Source: an optimization exercise on an open RTL-to-GDS flow (aim: small area, a short achievable clock period and few clock cycles). Production flows keep margins and buffers that such runs may drop.
Function was checked by simulation only, so behaviour that the tests miss may differ from the original.
Power and IR drop assume default switching activity.

## flow/design.v (module list and top-level ports; edited modules follow where they fit)
// module Milestone_1: 1008 lines
module Milestone_1 (
	input  logic            Clock,
	input  logic            resetn,
	input  logic            start,
	input  logic   [15:0]   SRAM_read_data,
	output logic   [17:0]   SRAM_address,
	output logic   [15:0]   SRAM_write_data,
	output logic            SRAM_we_n,
	output logic            stop
);
  // ...
==> flow/run.sh <==
#!/bin/bash
# synth_recipe.tcl (not shown) runs the flow's synth.tcl, then flattens the netlist and writes it again
# the make line also repeats each setting of config.mk as NAME=value (left out here)
make -C /OpenROAD-flow-scripts/flow DESIGN_CONFIG=/design/flow/config.mk WORK_HOME=/design/flow/orfs CLKGATE_MAP_FILE= SYNTH_SCRIPT=/design/flow/synth_recipe.tcl finish
==> flow/config.mk <==
export PLATFORM = sky130hd
export DESIGN_NAME = Milestone_1
export DESIGN_NICKNAME = Milestone_1
export VERILOG_FILES = /design/flow/design.v
export SDC_FILE = /design/flow/constraint.sdc
export NUM_CORES = 4
export LEC_CHECK = 0
export ABC_CLOCK_PERIOD_IN_PS = 4500
export CAP_MARGIN = 20
export CORE_MARGIN = 2
export CORE_UTILIZATION = 40
export SETUP_SLACK_MARGIN = 5
export SLEW_MARGIN = 20
==> flow/constraint.sdc <==
create_clock -name core_clock -period 11.0 [get_ports {Clock}]
set_input_delay 2.2000 -clock core_clock [delete_from_list [all_inputs] [get_ports {Clock}]]
set_output_delay 2.2000 -clock core_clock [all_outputs]
set_load 0.01 [all_outputs]
==> impl_results.md, run 1 <==
* Status: finished clean
* Hold Crit Class: reg2reg
* P_comb at approximately 0.13 mW
* Post-synthesis compound-gate area fraction at 8.608%
* Routability-driven placement congestion ratio at 0.9431
* Commonest cells after routing, fill and taps aside: inv_1 (451), nand2_1 (303), ha_1 (231)
* GR Util met3 at between 2 and 3%
* Bufs w/o clock at 67
* Post-Synth XOR/XNOR Area at 3.173%
* Core area at 0.06847 mm²
* Worst-margin pin slew at 1.071 ns
* Synth Cell Area at around 0.028 mm²
* Sw Share at between 20% and 30%
* Max-cap violations at 0
* Starting density of the core at a little over 40%
* PwrDens at approximately 120 mW/mm²
* First-pass GRT wire length at around 110 mm
* Worst r2r src: xu[2]$_DFF_P_
* Via count at roughly 18000
* Routed WL at 67.02 mm
* Post-Synth Simple-Gate Area at 10.71%
* Pre-CTS WS at 7.336 ns
* NumNets Final at between 3000 and 4000
* FF-to-FF setup slack at 7.32 ns
* Number of port buffers at 54
* Final std cells w/o fill at ~3600
* Post-synth top area share at 16.68%
* Hold EP: e2_negv$_DFF_P_
* Synth Area in Adders at 27.19%
* Top reg by flops: uw
* Switching power at 0.7906 mW
* WP buf/inv at 1
* Layout clock buffers at 65
* Largest cell class by area: multi-input combinational cells
* Hold Crit Start: e_negv$_DFF_P_
* Clk_skew at 0.06399 ns
* F_max at 259.5 MHz
* Combinational Power Share at 3.6%
* Post-cts sizing count at 0
* Cell internal pwr at 2.831 mW
Testbench counts, summed over its fixed seeds: cycles 774,744.
==> run 2, diff against run 1 <==
--- a/flow/design.v
+++ b/flow/design.v
@@ -89,78 +89,70 @@
 		endcase
 	end
 end
 assign uv_addr = {3'd0, ycnt[15:1]} + (b_isv ? V_BASE : U_BASE) + {16'd0, b_off};
 always_ff @(posedge Clock or negedge resetn) begin
 	if (~resetn) begin
 		run <= 1'b0;
 		stop <= 1'b0;
-		pre <= 1'b0;
-		xg <= 1'b0;
-		p <= 3'd0;
-		kk <= 8'd0;
-		pa <= 3'd0;
-		kka <= 8'd0;
-		xga <= 1'b0;
 		ycnt <= 16'd0;
 		waddr <= RGB_BASE;
-		b_rd_y <= 1'b0;
-		b_wr <= 1'b0;
-		b_rd_uv <= 1'b0;
-		b_isv <= 1'b0;
-		b_off <= 2'd0;
-		SRAM_address <= 18'd0;
 		SRAM_we_n <= 1'b1;
 	end else begin
 		SRAM_we_n <= 1'b1;
 		if (!run) begin
 			run <= start && !stop;
-			pre <= 1'b1;
-			begin
-				p <= 3'd0;
-				kk <= 8'd160;
-				pa <= 3'd1;
-				kka <= 8'd160;
-				SRAM_address <= U_BASE;
-				b_rd_y <= 1'b0;
-				b_wr <= 1'b0;
-				b_rd_uv <= 1'b1;
-				b_isv <= 1'b0;
-				b_off <= 2'd1;
-			end
 		end else if (row_end && last_row) begin
 			run <= 1'b0;
 			stop <= 1'b1;
-		end else begin
-			p <= pa;
-			kk <= kka;
-			xg <= xga;
-			pa <= np;
-			kka <= nkk;
-			xga <= nxg;
-			if (xga) pre <= 1'b0;
-			b_rd_y <= n_rd_y;
-			b_wr <= n_wr;
-			b_rd_uv <= n_rd_uv;
-			b_isv <= uv_isv;
-			b_off <= uv_off;
-			if (b_rd_y) begin
-				SRAM_address <= {2'd0, ycnt};
-				ycnt <= ycnt + 16'd1;
-			end else if (b_wr && !pre) begin
-				SRAM_address <= waddr;
-				waddr <= waddr + 18'd1;
-				SRAM_we_n <= 1'b0;
-			end else if (b_rd_uv) begin
-				SRAM_address <= uv_addr;
-			end
+		end else if (b_rd_y) begin
+			ycnt <= ycnt + 16'd1;
+		end else if (b_wr && !pre) begin
+			waddr <= waddr + 18'd1;
+			SRAM_we_n <= 1'b0;
 		end
 	end
 end
+always_ff @(posedge Clock) begin
+	if (!run) begin
+		pre <= 1'b1;
+		xg <= 1'b0;
+		xga <= 1'b0;
+		p <= 3'd0;
+		kk <= 8'd160;
+		pa <= 3'd1;
+		kka <= 8'd160;
+		SRAM_address <= U_BASE;
+		b_rd_y <= 1'b0;
+		b_wr <= 1'b0;
+		b_rd_uv <= 1'b1;
+		b_isv <= 1'b0;
+		b_off <= 2'd1;
+	end else begin
+		p <= pa;
+		kk <= kka;
+		xg <= xga;
+		pa <= np;
+		kka <= nkk;
+		xga <= nxg;
+		if (xga) pre <= 1'b0;
+		b_rd_y <= n_rd_y;
+		b_wr <= n_wr;
+		b_rd_uv <= n_rd_uv;
+		b_isv <= uv_isv;
+		b_off <= uv_off;
+		if (b_rd_y)
+			SRAM_address <= {2'd0, ycnt};
+		else if (b_wr && !pre)
+			SRAM_address <= waddr;
+		else if (b_rd_uv)
+			SRAM_address <= uv_addr;
+	end
+end
 logic c_s1v, c_tmode, c_tm2, c_tm3, c_isv3, c_first_i, c_ld_opu, c_ld_opv;
 logic c_cap_even, c_first_e, c_w1, c_w2;
 always_ff @(posedge Clock) begin
 	c_s1v      <= (pa == 3'd2);
 	c_tmode    <= (pa == 3'd0) && (kka == 8'd0) && !xga;
 	c_tm2      <= c_tmode;
 	c_tm3      <= c_tm2;
 	c_isv3     <= (pa == 3'd4);
==> run 2 against run 1 <==
Against the previous run: maximum frequency is 0.12% lower; die area decreased by 2.1%; non-clock buffer count rose by 3; sequential share of layout area decreased by 0.38 points; via count down 3.2%; highest routed layer is now met4; synthesized cell count shrank 2.5%.
==> impl_results.md, run 2 <==
* Hold_buf cts at 0
* Post-cts sizing count at 0 (unchanged)
* Final worst path period need at 3.857 ns
* Core area at 0.06704 mm² (-2.1%)
* Die span in y at 263.9 µm
* Leakage at 13.83 nW
* Via count at 17630 (-3.2%)
* Ys async rst share at 8.222%
* R2R Path End: gc$_DFF_P_
* Synth cell types at 81
* Routability-driven placement congestion ratio at 0.9264 (-1.8%)
* Number of port buffers at 54 (unchanged)
* Crit path capture: SRAM_we_n
* Routed len/inst at 18.36 µm
* I/O pins at 55
* Peak supply drop at 108.6 µV
* CP Capture Type: output port
* Post-Synthesis Cells at 2560
* Synth Register Bits at 450
* Critical path peak fanout at 1
* Antenna violations before repair at 0
* Routed WL at 64.93 mm (-3.1%)
* NumNets Final at 3102 (-1.7%)
* Avg Inst Size Synth at 10.55 µm²
* Commonest cells in the netlist: inv_1 (446), nand2_1 (292), dfxtp_1 (264)
* Rel. slew slack at 39.37%
* Fin crit share at 35.07%
* Worst Setup SP: SRAM_we_n$_DFF_PN1_
* WP buf/inv at 1 (unchanged)
* Post-CTS setup buffers at 0
* Pre-CTS WS at 7.397 ns (+0.06091 ns)
* Worst Slack Setup Final at 7.143 ns
* Vias in the first global route at 18380
* Max reg flops at 48
* Worst-Skew Late Latency at roughly 0.63 ns
* Most common cell after layout, fill and taps aside: inv_1
* Filler cells at 6217
* Clk_skew at 0.04884 ns (-0.01515 ns)
* Critical path's top delay family: buffers and inverters
* Die area at 0.06964 mm²
* Crit path cell chain: clkdlybuf4s50_1
* Mapped Nets at 3040
* Die W at between 200 and 300 µm
* Biggest area consumer among synthesized cells: dfxtp_1
* Ratio of cells with drive above 1 in the final layout at 7.360%
* Top reg by flops: uw
* Total GRT Usage at a little under a fifth
* Final setup fails at 0
* DR pass1 iterations at 5
* Starting density of the core at 40.30% (about the same)
* Crit path max-delay cell type: clkdlybuf4s50_1
* Worst-margin pin slew at 0.9082 ns (-0.1629 ns)
* Final Hold Violating Endpoints at 0
* First-pass GRT wire length at 103.5 mm (-3.6%)
* Cts bufs inserted at 51
* Seq/Total Area, Yosys at 39.58%
* Clock transition at the registers of the reported paths at 0.06 ns
* Hold Crit Class: reg2reg
* Root Buffer: clkbuf_16
* Rows at 95
* Status: finished clean
* Req. time, crit path at 8.80 ns
* CP Launch Type: flop
* DR iter-0 viols at 1121
* Pins over their slew limit at 0
* Stages on the worst setup path at 1
* Most frequent cell after synthesis: inv_1
* Main area contributors after synthesis: dfxtp_1 (20%), fa_1 (17%), edfxtp_1 (17%)
* Peak per-stage delay on the critical path at between 0.5 and 0.6 ns
* Largest net degree at the start of global routing at 52
* Clock Path Buffers at 3
* Commonest cells after routing, fill and taps aside: inv_1 (446), nand2_1 (292), dfxtp_1 (262)
* Synth Cell Area at 0.02702 mm² (-2.1%)
* CTS sink count at 450
* DR vias/cell at 4.984
* Final TNS setup at 0 ns
* Area taken by multi-input logic gates at approximately 0.014 mm²
* Residual DRC at 0
* H-tree depth at 2
* Crit path DAT at 1.66 ns
* EDFF count, synth at 149
* Post-synth top area share at 19.56% (+2.9 points)
* Dpl hpwl at 51.26 mm
* Max-cap violations at 0 (unchanged)
* PwrDens at 116.6 mW/mm² (-1.0%)
* FF-to-FF setup slack at 7.39 ns (+0.07 ns)
* FF+latch area at ~0.011 mm²
* Remaining global-route overflow at 0
* RSZ-0062 raised after global routing: no
* R2R depth at 14
* Worst Path Class, Setup: reg2out
* Worst r2r src: xu[6]$_DFF_P_
* Main synth FF type: dfxtp_1
* Yosys warns at 3
* CTS tree: done
* F_max at 259.2 MHz (-0.12%)
* Largest regs: uw: 48 flops, vw: 40 flops, yt: 23 flops
* Antenna Nets Post-Route at 0
* P&R area growth vs syn at 12.44%
-- run 2: changes by cell type in the layout (fill, tap and decap cells not counted), moves of 8 or more --
cell	change
nand2b_1	+8
nand2_1	-11
o21ai_0	-31
dfxtp_1	+48
a21oi_1	-17
clkinv_2	-10
and3_1	-13
nor2_1	-13
xnor2_1	+9
dfrtp_1	-49
clkbuf_8	+11
-- run 2: how the worst min path moves through the flow --
stage                 startpoint  slack, ns  depth (start not counted)              end
6_report           p3big$_DFF_P_       0.29                          0   p3big2$_DFF_P_
5_1_grt            p3big$_DFF_P_       0.31                          0   p3big2$_DFF_P_
4_1_cts            p3big$_DFF_P_       0.28                          0   p3big2$_DFF_P_
3_5_place_dp     c_tmode$_DFF_P_       0.31                          0    c_tm2$_DFF_P_
3_3_place_gp   c_first_e$_DFF_P_       0.31                          0  e_first$_DFF_P_
2_1_floorplan    c_tmode$_DFF_P_       0.31                          0    c_tm2$_DFF_P_
-- run 2: power breakdown --
| part | switching (mW) | leakage [nW] | internal [mW] |
|---|---|---|---|
| Combinational | 0.00988 | 8.92 | 0.00623 |
| Sequential | 0 | 4.01 | 1.71 |
| Clock | 0.716 | 0.899 | 1.10 |
| Total | 0.726 | 13.8 | 2.82 |
-- run 2: layer usage --
metal | global-route usage [%] | wire (µm) | vias up
li1 | - | - | 8486
met1 | 23.58 | 27700 | 8671
met2 | 33.76 | 32890 | 341
met3 | 2.377 | 2112 | 132
met4 | 6.726 | 2237 | 0
met5 | 0 | 0 | -
-- run 2: layout make-up --
class / instances / share of cell area [%]
clock inverters: 16 / 0.8937
repair buffers: 70 / 2.175
inverters: 447 / 5.523
flip-flops and latches: 450 / 35.21
diodes: 1 / 0.008237
clock buffers: 78 / 5.132
multi-input cells: 1602 / 47.47
well taps: 873 / 3.595
-- run 2: through the flow --
step | cell area, µm² | std cells | total power [mW] | hold slack, ns | util (%)
2_1_floorplan | 27020 | 2560 | 1.746 | 0.3096 | -
3_3_place_gp | 28530 | 3440 | 1.760 | 0.3147 | 42.55
3_5_place_dp | 28530 | 3440 | 1.761 | 0.3121 | 42.55
4_1_cts | 30360 | 3534 | 3.586 | 0.2772 | 45.28
5_1_grt | 30380 | 3536 | 3.648 | 0.3081 | 45.31
6_report | 30380 | 3537 | 3.542 | 0.2931 | 45.32
-- run 2: kinds of logic after synthesis --
| group | synth area share (%) |
|---|---|
| AND/OR/NAND/NOR | 10.10 |
| buffers and inverters | 7.067 |
| adder cells (fa/ha/maj) | 27.74 |
| flip-flops | 39.58 |
| AO/OA/AOI/OAI | 8.118 |
| XOR/XNOR | 3.533 |
| multiplexers | 3.858 |
Testbench counts of run 2, summed over its fixed seeds: cycles 774,744.
==> run 3, diff against run 2 <==
==> flow/flow/run.sh (new file) <==
#!/bin/bash
set -euo pipefail
export BUFFER_PORTS_ARGS="-buffer_cell sky130_fd_sc_hd__buf_2"
export SETUP_SLACK_MARGIN=7.6
bash standard.sh > standard_flow.log 2>&1
==> flow/standard.sh (new file) <==
#!/bin/bash
# synth_recipe.tcl (not shown) runs the flow's synth.tcl, then flattens the netlist and writes it again
# the make line also repeats each setting of config.mk as NAME=value (left out here)
make -C /OpenROAD-flow-scripts/flow DESIGN_CONFIG=/design/flow/config.mk WORK_HOME=/design/flow/orfs CLKGATE_MAP_FILE= SYNTH_SCRIPT=/design/flow/synth_recipe.tcl "${@:-finish}"
--- a/flow/config.mk
+++ b/flow/config.mk
@@ -10,4 +10,3 @@
 export CORE_MARGIN = 2
 export CORE_UTILIZATION = 40
-export SETUP_SLACK_MARGIN = 5
 export SLEW_MARGIN = 20
removed: flow/run.sh
==> run 3 against run 2 <==
Against the previous run: routed wire length rose by 1.4%; still clean; register-to-register slack better by 0.32 ns; area after synthesis did not move; worst setup slack better by 0.41 ns; synthesized cell count did not move; critical endpoint unchanged.
==> impl_results.md, run 3 <==
* Via count at 17940 (+1.8%)
* CP Capture Type: output port
* Worst-Skew Late Latency at 0.63 ns (about the same)
* Critical path's top delay family: flip-flops
* I/O pins at 55 (unchanged)
* Seq/Total Area, Yosys at 39.58% (unchanged)
* Core area at 0.06704 mm² (unchanged)
* Die W at 263.9 µm (unchanged)
* P&R area growth vs syn at 12.70%
* Die span in y at 263.9 µm (unchanged)
* R2R depth at 13 (-1)
* Leakage at 13.93 nW (+0.75%)
* Top reg by flops: uw
* Post-synth top area share at 19.56% (unchanged)
* Pins over their slew limit at 0 (unchanged)
* Sequential share of power at 49.0% (+0.7 points)
* Max-cap violations at 0 (unchanged)
* Synth Cell Area at 0.02702 mm² (unchanged)
* WP buf/inv at 1 (unchanged)
* Avg Inst Size Synth at 10.55 µm² (unchanged)
* Die area at 0.06964 mm² (unchanged)
* Post-layout util at 45.42% (+0.10 points)
* Routed len/inst at 18.46 µm (+0.58%)
* Commonest cells after routing, fill and taps aside: inv_1 (432), nand2_1 (291), dfxtp_1 (245)
* Remaining global-route overflow at 0 (unchanged)
* Post-Synthesis Cells at 2560 (unchanged)
* Worst-margin pin slew at 1.064 ns (+0.1563 ns)
* Metal-1 WL at 27.85 mm (+0.56%)
* Final worst path period need at 3.447 ns (-0.4106 ns)
* DR iter-0 viols at 957 (-15%)
* R2R Path End: yt[22]$_DFF_P_
* Biggest area consumer among synthesized cells: dfxtp_1
* Rel. slew slack at 28.96% (-10 points)
* Crit path capture: SRAM_we_n
* Final Cell Area at 0.03045 mm² (+0.23%)
* Most common cell after layout, fill and taps aside: inv_1
* Main synth FF type: dfxtp_1
* Mapped Nets at 3040 (unchanged)
* Total GRT Usage at 18.98% (+0.025 points)
* Diode count at 0 (-1)
* Sw Share at 21.55% (+1.1 points)
* EDFF count, synth at 149 (unchanged)
* Yosys warns at 3 (unchanged)
* Main area contributors after synthesis: dfxtp_1 (20%), fa_1 (17%), edfxtp_1 (17%)
* Routed WL at 65.86 mm (+1.4%)
* Commonest cells in the netlist: inv_1 (446), nand2_1 (292), dfxtp_1 (264)
* RSZ-0062 raised after global routing: yes
* Crit path max-delay cell type: dfstp_2
* Rows at 95 (unchanged)
* Crit path DAT at 1.25 ns (-0.41 ns)
* CTS tree: done
* Residual DRC at 0 (unchanged)
* Routability-driven placement congestion ratio at 0.9346 (+0.89%)
* Cts bufs inserted at 52 (+2.0%)
* Status: finished clean
* DR pass1 iterations at 5 (unchanged)
* F_max at 290.1 MHz (+12%)
* Most frequent cell after synthesis: inv_1
* DR WL met3 at 2.705 mm (+28%)
* Synth cell types at 81 (unchanged)
* Antenna violations before repair at 1 (+1)
* Fin crit share at 31.33% (-3.7 points)
* NumNets Final at 3132 (+0.97%)
* Worst Setup SP: SRAM_we_n$_DFF_PN1_
* Stages on the worst setup path at 1 (unchanged)
* Final setup fails at 0 (unchanged)
* Cell Area, Placed at 0.02825 mm² (-0.98%)
* Clock power share at 50.6% (-0.7 points)
* Number of port buffers at 54 (unchanged)
* DR vias/cell at 5.029 (+0.90%)
* Met2 wire length at 32.93 mm (+0.14%)
* Crit path cell chain: buf_6
* Switching power at 0.7519 mW (+3.6%)
* Largest regs: uw: 48 flops, vw: 40 flops, yt: 23 flops
* Worst r2r src: cyr[2]$_DFFE_PP_
* Req. time, crit path at 8.80 ns (about the same)
* PwrDens at 114.6 mW/mm² (-1.7%)
* Worst Path Class, Setup: reg2out
* Peak supply drop at 114.1 µV (+5.1%)
* CTS sink count at 450 (unchanged)
* Critical path peak fanout at 1 (unchanged)
* Uppermost layer routed: met4
* Cell internal pwr at 2.737 mW (-2.8%)
* Hold Crit Class: reg2reg
* Root Buffer: clkbuf_16
* CP Launch Type: flop
* Largest net degree at the start of global routing at 52 (unchanged)
* Final TNS setup at 0 ns (unchanged)
* Dpl hpwl at 51.46 mm (+0.39%)
* Synth Register Bits at 450 (unchanged)
* H-tree depth at 2 (unchanged)
* Antenna Nets Post-Route at 0 (unchanged)
* Clk_skew at 0.06419 ns (+0.01535 ns)
* Vias in the first global route at 18840 (+2.5%)
* Clock Path Buffers at 3 (unchanged)
* Ys async rst share at 8.222% (unchanged)
* Peak per-stage delay on the critical path at 0.53 ns (about the same)
* Worst hold margin at 0.3243 ns (+0.03124 ns)
* Final Hold Violating Endpoints at 0 (unchanged)
* First-pass GRT wire length at 104.2 mm (+0.67%)
* Hold_buf cts at 0 (unchanged)
* FF-to-FF setup slack at 7.71 ns (+0.32 ns)
* Clock transition at the registers of the reported paths at 0.06 ns (about the same)
* Max reg flops at 48 (unchanged)
* Combinational Power Share at 0.4% (about the same)
* Ratio of cells with drive above 1 in the final layout at 12.44% (+5.1 points)
* Starting density of the core at 40.30% (unchanged)
==> run 3: per-stage QoR <==
stage	instances	power [mW]	setup WS (ns)
floorplan	2560	1.746	7.679
global placement	3437	1.760	7.434
detailed placement	3437	1.760	7.354
CTS	3544	3.524	7.520
global route	3567	3.590	7.512
finish	3567	3.488	7.553
==> run 3: area by class of cell <==
type	instances	area [µm²]
Clock buffer	65	1461
Sequential cell	450	10720
Inverter	447	1718
Tap cell	873	1092
Clock inverter	31	327.8
Timing Repair Buffer	98	610.6
Multi-Input combinational cell	1603	14520
Fill cell	6209	36590
==> run 3: per-layer routing <==
metal  GRT usage, %  vias up
li1               -     8565
met4          6.956        0
met3          2.153      121
met2          33.63      399
met5              0        -
met1          23.82     8855
==> run 3: worst min-delay path by stage <==
stage                     depth (start not counted)         endpoint             from
after floorplan                                   0    c_tm2$_DFF_P_  c_tmode$_DFF_P_
after global placement                            0   p3big2$_DFF_P_    p3big$_DFF_P_
after detailed placement                          0   p3big2$_DFF_P_    p3big$_DFF_P_
after CTS                                         0  e2_negv$_DFF_P_   e_negv$_DFF_P_
after global routing                              0  e2_negv$_DFF_P_   e_negv$_DFF_P_
final                                             0  e2_negv$_DFF_P_   e_negv$_DFF_P_
==> run 3: logic make-up after synthesis <==
| family | Yosys count | synth area share (%) |
|---|---|---|
| mux | 96 | 3.858 |
| xor+xnor | 109 | 3.533 |
| flops | 450 | 39.58 |
| compound gates | 341 | 8.118 |
| buf+inv | 508 | 7.067 |
| fa+ha+maj | 461 | 27.74 |
| simple gates | 595 | 10.10 |
==> run 3: power by group through the flow <==
stage          sequential [mW]  combinational, mW  clock, mW
2_1_floorplan             1.74            0.00108          0
3_3_place_gp              1.74             0.0151          0
3_5_place_dp              1.74             0.0155          0
4_1_cts                   1.71             0.0155       1.80
5_1_grt                   1.71             0.0165       1.87
6_report                  1.71             0.0151       1.76
==> run 3: what timing repair did <==
| action | in CTS | in global routing |
|---|---|---|
| setup buffers | 11 | 22 |
| cloned | 0 | 1 |
| setup endpoints to repair | 68 | 66 |
| pin swaps | 1 | 11 |
| resized for setup | 21 | 41 |
==> run 4, diff against run 3 <==
--- a/flow/config.mk
+++ b/flow/config.mk
@@ -10,3 +10,4 @@
 export CORE_MARGIN = 2
 export CORE_UTILIZATION = 40
+export CTS_BUF_LIST = sky130_fd_sc_hd__clkbuf_4 sky130_fd_sc_hd__clkbuf_8
 export SLEW_MARGIN = 20
==> run 4 against run 3 <==
Against the previous run: sequential share of layout area about the same; flip-flop and latch count unchanged; routed wire length increased by 0.71%; utilization increased by 0.082 points; die area unchanged; critical path type unchanged; critical endpoint unchanged.
==> impl_results.md, run 4 <==
* Status: finished clean
* Main synth FF type: dfxtp_1
* Rows at 95 (unchanged)
* H-tree depth at 3 (+1)
* EDFF count, synth at 149 (unchanged)
* Die span in y at 263.9 µm (unchanged)
* Largest regs: uw: 48 flops, vw: 40 flops, yt: 23 flops
* Remaining global-route overflow at 0 (unchanged)
* Root Buffer: clkbuf_8
* Post-Synthesis Cells at 2560 (unchanged)
* Cell Area, Placed at 0.02825 mm² (unchanged)
* Final worst path period need at 3.505 ns (+0.05818 ns)
* # placed instances at 3437 (unchanged)
* Final setup fails at 0 (unchanged)
* Leakage at 13.98 nW (+0.34%)
* Pre-CTS WS at 7.354 ns (unchanged)
* Commonest cells in the netlist: inv_1 (446), nand2_1 (292), dfxtp_1 (264)
* Die area at 0.06964 mm² (unchanged)
* Worst-margin pin slew at 1.053 ns (-0.01102 ns)
* Peak supply drop at 89.82 µV (-21%)
* Crit path cell chain: buf_6
* Antenna Nets Post-Route at 0 (unchanged)
* Worst r2r src: xu[2]$_DFF_P_
* Fin crit share at 31.86% (+0.53 points)
* Seq/Total Area, Yosys at 39.58% (unchanged)
* Yosys warns at 3 (unchanged)
* Max-cap violations at 0 (unchanged)
* Worst Path Class, Setup: reg2out
* Worst-Skew Late Latency at 0.70 ns (+0.07 ns)
* CP Launch Type: flop
* PwrDens at 111.3 mW/mm² (-2.8%)
* Routed len/inst at 18.31 µm (-0.82%)
* Hold_buf cts at 0 (unchanged)
* Filler cells at 6241 (+0.52%)
* Ys async rst share at 8.222% (unchanged)
* NumNets Final at 3160 (+0.89%)
* Die W at 263.9 µm (unchanged)
* I/O pins at 55 (unchanged)
* Peak per-stage delay on the critical path at 0.53 ns (about the same)
* Post-synth top area share at 19.56% (unchanged)
* DR iter-0 viols at 1039 (+8.6%)
* CTS sink count at 450 (unchanged)
* Max reg flops at 48 (unchanged)
* Top reg by flops: uw
* Pins over their slew limit at 0 (unchanged)
* Biggest area consumer among synthesized cells: dfxtp_1
* Total GRT Usage at 19.26% (+0.29 points)
* P&R area growth vs syn at 12.91%
* Final Cell Area at 0.03051 mm² (+0.18%)
* Synth Cell Area at 0.02702 mm² (unchanged)
* Req. time, crit path at 8.80 ns (about the same)
* Hold Crit Class: reg2reg
* Final Hold Violating Endpoints at 0 (unchanged)
* Core area at 0.06704 mm² (unchanged)
* Synth cell types at 81 (unchanged)
* Main area contributors after synthesis: dfxtp_1 (20%), fa_1 (17%), edfxtp_1 (17%)
* Dpl hpwl at 51.46 mm (unchanged)
* Via count at 18210 (+1.5%)
* Critical path's top delay family: flip-flops
* Ratio of cells with drive above 1 in the final layout at 14.61% (+2.2 points)
* Clock Path Buffers at 3 (unchanged)
* F_max at 285.3 MHz (-1.7%)
* Number of port buffers at 54 (unchanged)
* Rel. slew slack at 29.69% (+0.74 points)
* Worst Setup SP: SRAM_we_n$_DFF_PN1_
* Mapped Nets at 3040 (unchanged)
* Worst Slack Setup Final at 7.495 ns (-0.05818 ns)
* WP buf/inv at 1 (unchanged)
* Routability-driven placement congestion ratio at 0.9346 (unchanged)
* Final Total Pwr at 3.397 mW (-2.6%)
* Clock transition at the registers of the reported paths at 0.06 ns (about the same)
* Most common cell after layout, fill and taps aside: inv_1
* DR pass1 iterations at 6 (+1)
* First-pass GRT wire length at 105.2 mm (+0.97%)
* Avg Inst Size Synth at 10.55 µm² (unchanged)
* Final TNS setup at 0 ns (unchanged)
* Most frequent cell after synthesis: inv_1
* Final std cells w/o fill at 3622 (+1.5%)
* Antenna violations before repair at 2 (+1)
* CP Capture Type: output port
* RSZ-0062 raised after global routing: yes
* Residual DRC at 0 (unchanged)
* Critical path peak fanout at 1 (unchanged)
* Starting density of the core at 40.30% (unchanged)
* Routed WL at 66.33 mm (+0.71%)
* Commonest cells after routing, fill and taps aside: inv_1 (432), nand2_1 (290), ha_1 (230)
* Cts bufs inserted at 81 (+56%)
* CTS tree: done
* Crit path DAT at 1.31 ns (+0.06 ns)
* Crit path max-delay cell type: dfstp_2
* Synth Register Bits at 450 (unchanged)
* Clk_skew at 0.06064 ns (-0.003550 ns)
* Largest net degree at the start of global routing at 52 (unchanged)
* Vias in the first global route at 19180 (+1.8%)
* Hold Crit Start: c_tmode$_DFF_P_
* DR vias/cell at 5.028 (about the same)
-- run 4: cell counts after synthesis --
No cell type changed its count.
-- run 4: metrics by stage --
step	util (%)	hold slack (ns)
global route	45.50	0.3284
finish	45.50	0.3161
CTS	45.01	0.3235
global placement	42.12	0.3134
detailed placement	42.14	0.3121
floorplan	-	0.3096
-- run 4: routing by layer --
metal / track usage (%) / part of all wire (%)
met1: 23.91 / 42
met2: 33.29 / 49
met3: 2.992 / 4.2
met4: 8.262 / 4.2
met5: 0 / 0
-- run 4: cell families after synthesis --
group / Yosys count / share of synthesized area [%]
AO/OA/AOI/OAI: 341 / 8.118
XOR/XNOR: 109 / 3.533
adder cells (fa/ha/maj): 461 / 27.74
buffers and inverters: 508 / 7.067
flip-flops: 450 / 39.58
multiplexers: 96 / 3.858
AND/OR/NAND/NOR: 595 / 10.10
-- run 4: worst paths after layout --
check | end | slack (ns) | depth (start not counted)
min in group asynchronous | ycnt[4]$_DFFE_PN0P_ | 1.62 | 1
max in group asynchronous | run$_DFF_PN0_ | 8.76 | 1
min | c_tm2$_DFF_P_ | 0.32 | 0
max reg2reg | gc$_DFF_P_ | 7.73 | 11
max | SRAM_we_n | 7.49 | 1
min reg2reg | c_tm2$_DFF_P_ | 0.32 | 0
-- run 4: repair_timing --
item                       CTS  global route
setup buffers                9            23
setup endpoints to repair   82            79
gates resized for setup     43            51
gates cloned                 0             1
pin swaps                    0             8
-- run 4: area by class of cell --
class | instances | area [µm²] | share of cell area (%)
antenna | 5 | 12.51 | 0.04102
sequential | 450 | 10750 | 35.23
inverter | 447 | 1718 | 5.631
tap | 873 | 1092 | 3.581
multi-input combinational | 1603 | 14520 | 47.58
timing repair buffer | 97 | 684.4 | 2.244
clock inverter | 24 | 230.2 | 0.7547
clock buffer | 123 | 1505 | 4.934
-- run 4: power by group --
part / total [mW] / leakage (nW) / switching [mW] / internal [mW]
combinational: 0.0152 / 9.05 / 0.0121 / 0.00310
clock: 1.67 / 0.912 / 0.739 / 0.933
sequential: 1.71 / 4.02 / 0 / 1.71
==> run 5, diff against run 4 <==
==> flow/flow/run.sh (replaced) <==
#!/bin/bash
set -euo pipefail
export BUFFER_PORTS_ARGS="-buffer_cell sky130_fd_sc_hd__buf_2"
bash standard.sh > standard_flow.log 2>&1
--- a/flow/config.mk
+++ b/flow/config.mk
@@ -10,4 +10,4 @@
 export CORE_MARGIN = 2
 export CORE_UTILIZATION = 40
-export CTS_BUF_LIST = sky130_fd_sc_hd__clkbuf_4 sky130_fd_sc_hd__clkbuf_8
+export SETUP_SLACK_MARGIN = 5
 export SLEW_MARGIN = 20
==> run 5 against run 4 <==
Against the previous run: register-to-register slack worse by 0.35 ns; still clean; flip-flop and latch count unchanged; utilization down 0.69 points; global-route usage down 0.38 points; worst setup slack worse by 0.11 ns.
==> impl_results.md, run 5 <==
* Critical path's top delay family: adder cells
* WP buf/inv at 2 (+1)
* Diode count at 0 (-5)
* Seq/Total Area, Yosys at 39.58% (unchanged)
* Clk_skew at 0.06462 ns (+0.003975 ns)
* Synth Register Bits at 450 (unchanged)
* DR iter-0 viols at 1035 (-0.38%)
* Final Total Pwr at 3.488 mW (+2.7%)
* Final Hold Violating Endpoints at 0 (unchanged)
* DR pass1 iterations at 5 (-1)
* Hold_buf cts at 0 (unchanged)
* Worst-Skew Late Latency at 0.63 ns (-0.07 ns)
* Residual DRC at 0 (unchanged)
* Uppermost layer routed: met4
* Routability-driven placement congestion ratio at 0.9346 (unchanged)
* DR WL met3 at 2.402 mm (-13%)
* PwrDens at 116.1 mW/mm² (+4.3%)
* F_max at 276.5 MHz (-3.1%)
* Met2 wire length at 32.44 mm (-0.95%)
* Synth Cell Area at 0.02702 mm² (unchanged)
* Filler cells at 6245 (+0.064%)
* Post-cts sizing count at 0 (-100%)
* Crit path cell chain: inv_1, fa_1, inv_1, fa_1, ha_1, a21o_1, a21o_1, a21oi_1, o221ai_1, nor3_1, o21bai_1, a21oi_1, xnor2_1
* Antenna Nets Post-Route at 0 (unchanged)
* Post-synth top area share at 19.56% (unchanged)
* Main area contributors after synthesis: dfxtp_1 (20%), fa_1 (17%), edfxtp_1 (17%)
* Post-layout util at 44.82% (-0.69 points)
* CTS sink count at 450 (unchanged)
* DR vias/cell at 5.043 (+0.31%)
* Die area at 0.06964 mm² (unchanged)
* Routed WL at 65.16 mm (-1.8%)
* Post-CTS setup buffers at 0 (-9)
* RSZ-0062 raised after global routing: no
* Most common cell after layout, fill and taps aside: inv_1
* Status: finished clean
* Metal-1 WL at 28.10 mm (+0.17%)
* Peak per-stage delay on the critical path at 0.48 ns (-0.05 ns)
* Max reg flops at 48 (unchanged)
* Worst-margin pin slew at 1.110 ns (+0.05665 ns)
* Mapped Nets at 3040 (unchanged)
* Req. time, crit path at 11.53 ns (+2.73 ns)
* Top reg by flops: uw
* CP Capture Type: flop
* Routed len/inst at 18.44 µm (+0.68%)
* Rel. slew slack at 25.89% (-3.8 points)
* Commonest cells in the netlist: inv_1 (446), nand2_1 (292), dfxtp_1 (264)
* Ratio of cells with drive above 1 in the final layout at 9.545% (-5.1 points)
* Die span in y at 263.9 µm (unchanged)
* CTS tree: done
* Peak supply drop at 114.3 µV (+27%)
* Rows at 95 (unchanged)
* NumNets Final at 3099 (-1.9%)
* Clock transition at the registers of the reported paths at 0.06 ns (about the same)
* Core area at 0.06704 mm² (unchanged)
* Yosys warns at 3 (unchanged)
* Worst hold margin at 0.3243 ns (+0.008188 ns)
* Via count at 17820 (-2.1%)
* Leakage at 13.81 nW (-1.2%)
* EDFF count, synth at 149 (unchanged)
* Final setup fails at 0 (unchanged)
* Fin crit share at 32.88% (+1.0 points)
* Clock Path Buffers at 3 (unchanged)
* Dpl hpwl at 51.46 mm (unchanged)
* Largest regs: uw: 48 flops, vw: 40 flops, yt: 23 flops
* Worst Path Class, Setup: reg2reg
* Pins over their slew limit at 0 (unchanged)
* Crit path max-delay cell type: edfxtp_1
* P&R area growth vs syn at 11.20%
* Ys async rst share at 8.222% (unchanged)
* H-tree depth at 2 (-1)
* Crit path DAT at 4.15 ns (+2.84 ns)
* Final Cell Area at 0.03004 mm² (-1.5%)
* Root Buffer: clkbuf_16
* Die W at 263.9 µm (unchanged)
* Cell Area, Placed at 0.02825 mm² (unchanged)
* First-pass GRT wire length at 103.8 mm (-1.3%)
* Biggest area consumer among synthesized cells: dfxtp_1
* Main synth FF type: dfxtp_1
* Cts bufs inserted at 52 (-36%)
* Avg Inst Size Synth at 10.55 µm² (unchanged)
* Post-Synthesis Cells at 2560 (unchanged)
* Largest net degree at the start of global routing at 52 (unchanged)
* Total GRT Usage at 18.88% (-0.38 points)
* Final worst path period need at 3.617 ns (+0.1119 ns)
* Synth cell types at 81 (unchanged)
* Critical path peak fanout at 6 (+5)
* Final TNS setup at 0 ns (unchanged)
* Commonest cells after routing, fill and taps aside: inv_1 (446), nand2_1 (291), dfxtp_1 (263)
* Vias in the first global route at 18790 (-2.0%)
* CP Launch Type: flop
* Starting density of the core at 40.30% (unchanged)
* Remaining global-route overflow at 0 (unchanged)
* Hold Crit Class: reg2reg
* Antenna violations before repair at 1 (-1)
* Most frequent cell after synthesis: inv_1
* Max-cap violations at 0 (unchanged)
* Number of port buffers at 54 (unchanged)
* I/O pins at 55 (unchanged)
## run 5: cell counts after synthesis
No cell type changed its count.
## run 5: final timing paths
| kind | startpoint | end | slack (ns) | depth (start not counted) |
|---|---|---|---|---|
| max in group asynchronous | resetn | ycnt[10]$_DFFE_PN0P_ | 8.76 | 1 |
| setup / recovery | cyr[2]$_DFFE_PP_ | yt[23]$_DFF_P_ | 7.38 | 13 |
| setup reg to reg | cyr[2]$_DFFE_PP_ | yt[23]$_DFF_P_ | 7.38 | 13 |
| hold / removal | e_negv$_DFF_P_ | e2_negv$_DFF_P_ | 0.32 | 0 |
| hold reg to reg | e_negv$_DFF_P_ | e2_negv$_DFF_P_ | 0.32 | 0 |
| min in group asynchronous | resetn | waddr[8]$_DFFE_PN0P_ | 1.68 | 1 |
## run 5: cell families after synthesis
family	Yosys count	share of synthesized area (%)
flops	450	39.58
fa+ha+maj	461	27.74
mux	96	3.858
compound gates	341	8.118
xor+xnor	109	3.533
buf+inv	508	7.067
simple gates	595	10.10
## run 5: through the flow
stage	cells	setup slack [ns]
floorplan	2560	7.679
global placement	3437	7.434
detailed placement	3437	7.354
CTS	3533	7.321
global route	3534	7.141
finish	3534	7.383
## run 5: worst reg2reg max path: stages, from the launching register on
cell	delay, ns
edfxtp_1	0.48
inv_1	0.15
fa_1	0.43
inv_1	0.10
fa_1	0.44
ha_1	0.36
a21o_1	0.19
a21o_1	0.17
a21oi_1	0.24
o221ai_1	0.23
nor3_1	0.26
o21bai_1	0.15
a21oi_1	0.20
xnor2_1	0.14
## run 5: layout make-up
class | instances | area, µm² | area share (%)
flip-flops and latches | 450 | 10700 | 35.60
multi-input cells | 1602 | 14430 | 48.03
inverters | 447 | 1678 | 5.585
repair buffers | 66 | 357.8 | 1.191
clock buffers | 65 | 1461 | 4.864
well taps | 873 | 1092 | 3.636
clock inverters | 31 | 327.8 | 1.091
## run 5: metal layers
metal,global-route usage [%],vias up
li1,-,8500
met1,23.83,8802
met2,33.42,401
met3,2.153,120
met4,6.680,0
met5,0,-
## run 5: report_power, final
group          leakage (nW)  internal (mW)  switching, mW
Clock                 0.877           1.02          0.739
Combinational          8.93        0.00310         0.0120
Sequential             4.01           1.71              0
==> run 6, diff against run 5 <==
==> flow/flow/run.sh (replaced) <==
#!/bin/bash
set -euo pipefail
export BUFFER_PORTS_ARGS="-buffer_cell sky130_fd_sc_hd__buf_2"
export SETUP_SLACK_MARGIN=7.6
bash standard.sh > standard_flow.log 2>&1
--- a/flow/config.mk
+++ b/flow/config.mk
@@ -10,4 +10,5 @@
 export CORE_MARGIN = 2
 export CORE_UTILIZATION = 40
-export SETUP_SLACK_MARGIN = 5
+export CTS_CLUSTER_DIAMETER = 100
+export CTS_CLUSTER_SIZE = 25
 export SLEW_MARGIN = 20
==> run 6 against run 5 <==
Against the previous run: still clean on timing, DRC and antenna; clock power decreased by about 40%; clock skew decreased by 0.039 ns; total power decreased by 21%; sequential share of layout area increased by 0.75 points; maximum frequency increased by 5.9%; synthesized cell count unchanged; worst setup slack improved by 0.20 ns; area after synthesis unchanged; sequential power about the same; critical path type is now reg2out; largest cell class unchanged.
==> impl_results.md, run 6 <==
* Routed WL at 64.96 mm (-0.31%)
* Synth Cell Area at 0.02702 mm² (unchanged)
* I/O pins at 55 (unchanged)
* CTS sink count at 450 (unchanged)
* Avg Inst Size Synth at 10.55 µm² (unchanged)
* Mapped Nets at 3040 (unchanged)
* Die span in y at 263.9 µm (unchanged)
* Die area at 0.06964 mm² (unchanged)
* H-tree depth at 1 (-1)
* Largest regs: uw: 48 flops, vw: 40 flops, yt: 23 flops
* F_max at 292.8 MHz (+5.9%)
* Stages on the worst setup path at 1 (-12)
* Sw Share at 21.38% (-0.15 points)
* Worst Path Class, Setup: reg2out
* Final worst path period need at 3.415 ns (-0.2019 ns)
* R2R depth at 13 (unchanged)
* WP buf/inv at 1 (-1)
* Seq/Total Area, Yosys at 39.58% (unchanged)
* CP Capture Type: output port
* Vias in the first global route at 18470 (-1.7%)
* Final Hold Violating Endpoints at 0 (unchanged)
* Yosys warns at 3 (unchanged)
* Residual DRC at 0 (unchanged)
* Most common cell after layout, fill and taps aside: inv_1
* Most frequent cell after synthesis: inv_1
* Clock Path Buffers at 3 (unchanged)
* Clk_skew at 0.02550 ns (-0.03912 ns)
* Peak supply drop at 76.83 µV (-33%)
* Worst r2r src: cyr[2]$_DFFE_PP_
* Worst-margin pin slew at 1.056 ns (-0.05413 ns)
* Synth Register Bits at 450 (unchanged)
* M2 GR Usage at 33.07% (-0.35 points)
* Main area contributors after synthesis: dfxtp_1 (20%), fa_1 (17%), edfxtp_1 (17%)
* CTS tree: done
* Core area at 0.06704 mm² (unchanged)
* Biggest area consumer among synthesized cells: dfxtp_1
* Req. time, crit path at 8.80 ns (-2.73 ns)
* Critical path peak fanout at 1 (-5)
* Worst-Skew Late Latency at 0.59 ns (-0.04 ns)
* Rel. slew slack at 29.52% (+3.6 points)
* Final setup fails at 0 (unchanged)
* Max reg flops at 48 (unchanged)
* Post-layout util at 44.02% (-0.80 points)
* NumNets Final at 3108 (+0.29%)
* EDFF count, synth at 149 (unchanged)
* Via count at 17740 (-0.46%)
* Switching power at 0.5925 mW (-21%)
* Top reg by flops: uw
* Clock transition at the registers of the reported paths at 0.09 ns (+0.03 ns)
* Root Buffer: clkbuf_16
* Status: finished clean
* Clock power share at 37.9% (-13 points)
* Starting density of the core at 40.30% (unchanged)
* Ys async rst share at 8.222% (unchanged)
* Pins over their slew limit at 0 (unchanged)
* FF-to-FF setup slack at 7.71 ns (+0.33 ns)
* Routability-driven placement congestion ratio at 0.9346 (unchanged)
* Crit path capture: SRAM_we_n
* Largest net degree at the start of global routing at 52 (unchanged)
* Worst hold margin at 0.3317 ns (+0.007410 ns)
* P&R area growth vs syn at 9.216%
* Dpl hpwl at 51.46 mm (unchanged)
* Hold Crit Class: reg2reg
* Peak per-stage delay on the critical path at 0.54 ns (+0.06 ns)
* Sequential share of power at 61.6% (+13 points)
* Total GRT Usage at 18.62% (-0.26 points)
* Cell internal pwr at 2.179 mW (-20%)
* Fin crit share at 31.05% (-1.8 points)
* Synth cell types at 81 (unchanged)
* WHS Path Cells at 0 (unchanged)
* GR peak layer: met2
* Rows at 95 (unchanged)
* CP Launch Type: flop
* Final Cell Area at 0.02951 mm² (-1.8%)
* Final TNS setup at 0 ns (unchanged)
* DR iter-0 viols at 1088 (+5.1%)
* Remaining global-route overflow at 0 (unchanged)
* Commonest cells after routing, fill and taps aside: inv_1 (434), nand2_1 (290), dfxtp_1 (245)
* GR Util met3 at 1.724% (-0.43 points)
* Diode count at 0 (unchanged)
* R2R Path End: yt[22]$_DFF_P_
* Die W at 263.9 µm (unchanged)
* Number of port buffers at 54 (unchanged)
* Leakage at 13.47 nW (-2.5%)
* Cell Area, Placed at 0.02825 mm² (unchanged)
* Post-synth top area share at 19.56% (unchanged)
* PwrDens at 93.92 mW/mm² (-19%)
* Antenna violations before repair at 2 (+1)
* DR vias/cell at 5.043 (about the same)
* Antenna Nets Post-Route at 0 (unchanged)
* Commonest cells in the netlist: inv_1 (446), nand2_1 (292), dfxtp_1 (264)
* Max-cap violations at 0 (unchanged)
* Post-Synthesis Cells at 2560 (unchanged)
* Critical path's top delay family: flip-flops
* Crit path max-delay cell type: dfstp_2
* Combinational Power Share at 0.5% (about the same)
* Ratio of cells with drive above 1 in the final layout at 10.66% (+1.1 points)
* GR Util met1 at 23.96% (+0.13 points)
* First-pass GRT wire length at 103.0 mm (-0.84%)
* RSZ-0062 raised after global routing: yes
* Worst Setup SP: SRAM_we_n$_DFF_PN1_
* DR pass1 iterations at 5 (unchanged)
* Routed len/inst at 18.47 µm (+0.15%)
* Cts bufs inserted at 24 (-54%)
* Crit path cell chain: buf_6
* Crit path DAT at 1.21 ns (-2.94 ns)
* Main synth FF type: dfxtp_1
-- run 6: worst min path at each step --
| stage | start | end | slack (ns) |
|---|---|---|---|
| after global placement | p3big$_DFF_P_ | p3big2$_DFF_P_ | 0.31 |
| after floorplan | c_tmode$_DFF_P_ | c_tm2$_DFF_P_ | 0.31 |
| after global routing | e_negv$_DFF_P_ | e2_negv$_DFF_P_ | 0.34 |
| final | e_negv$_DFF_P_ | e2_negv$_DFF_P_ | 0.33 |
| after CTS | e_negv$_DFF_P_ | e2_negv$_DFF_P_ | 0.33 |
| after detailed placement | p3big$_DFF_P_ | p3big2$_DFF_P_ | 0.31 |
-- run 6: cell type report --
cell class                 instances  area [µm²]
inverter                         447        1715
fill                            6293       37530
multi-input combinational       1602       14520
clock buffer                      32       673.1
tap                              873        1092
timing repair buffer             103       664.4
clock inverter                    11       116.4
sequential                       450       10730
-- run 6: logic make-up after synthesis --
group / synth area share, %
multiplexers: 3.858
AO/OA/AOI/OAI: 8.118
AND/OR/NAND/NOR: 10.10
XOR/XNOR: 3.533
adder cells (fa/ha/maj): 27.74
flip-flops: 39.58
buffers and inverters: 7.067
-- run 6: power groups by stage --
| stage | combinational, mW | clock [mW] | sequential [mW] |
|---|---|---|---|
| 5_1_grt | 0.0166 | 1.13 | 1.71 |
| 6_report | 0.0149 | 1.05 | 1.71 |
| 3_3_place_gp | 0.0151 | 0 | 1.74 |
| 4_1_cts | 0.0155 | 1.08 | 1.71 |
| 2_1_floorplan | 0.00108 | 0 | 1.74 |
| 3_5_place_dp | 0.0155 | 0 | 1.74 |
-- run 6: timing repair --
action	CTS	global route
hold buffers	0	0
pin swaps	2	9
resized for setup	23	39
setup endpoints to repair	69	64
buffers inserted	12	26
-- run 6: stage by stage --
stage / total power [mW] / setup WS, ns / std cells
after floorplan: 1.746 / 7.679 / 2560
after global placement: 1.760 / 7.434 / 3437
after detailed placement: 1.760 / 7.354 / 3437
after CTS: 2.801 / 7.552 / 3492
after global routing: 2.856 / 7.493 / 3518
final: 2.771 / 7.585 / 3518
-- run 6: metal layers --
metal	vias up	wire length [µm]
met5	-	0
met4	0	2239
met3	100	2583
met2	397	32480
met1	8763	27660
li1	8481	-

==> what the ideal ports hide <==
How much do the figures lean on ideal ports? The routed layouts below were timed once more, with nothing changed but the port constraints.
Step 1: set_driving_cell puts a clkbuf_16 on Clock and a buf_2 on each other input, an assumption about the parent block.
Step 2 adds t to the input delays and takes it off the output delays; t is the mean of the earliest and latest rising clock arrival at the registers after step 1. Input paths then give back, and output paths get back, about the clock's delay inside the block.
Slacks: no drivers / after step 1 / after step 2; pairs: no drivers / after step 1.
run	t (ns)	slack for setup (ns)	slew at the worst register clock pin (ns)
run 1	0.651	7.147 / 7.086 / 7.319	0.07 / 0.07
run 2	0.665	7.143 / 7.081 / 7.386	0.07 / 0.07
run 3	0.662	7.553 / 7.491 / 7.714	0.07 / 0.07
run 4	0.733	7.495 / 7.437 / 7.730	0.07 / 0.07
run 5	0.661	7.383 / 7.383 / 7.383	0.07 / 0.07
run 6	0.635	7.585 / 7.527 / 7.714	0.11 / 0.11
After both steps every run listed still meets setup and hold.
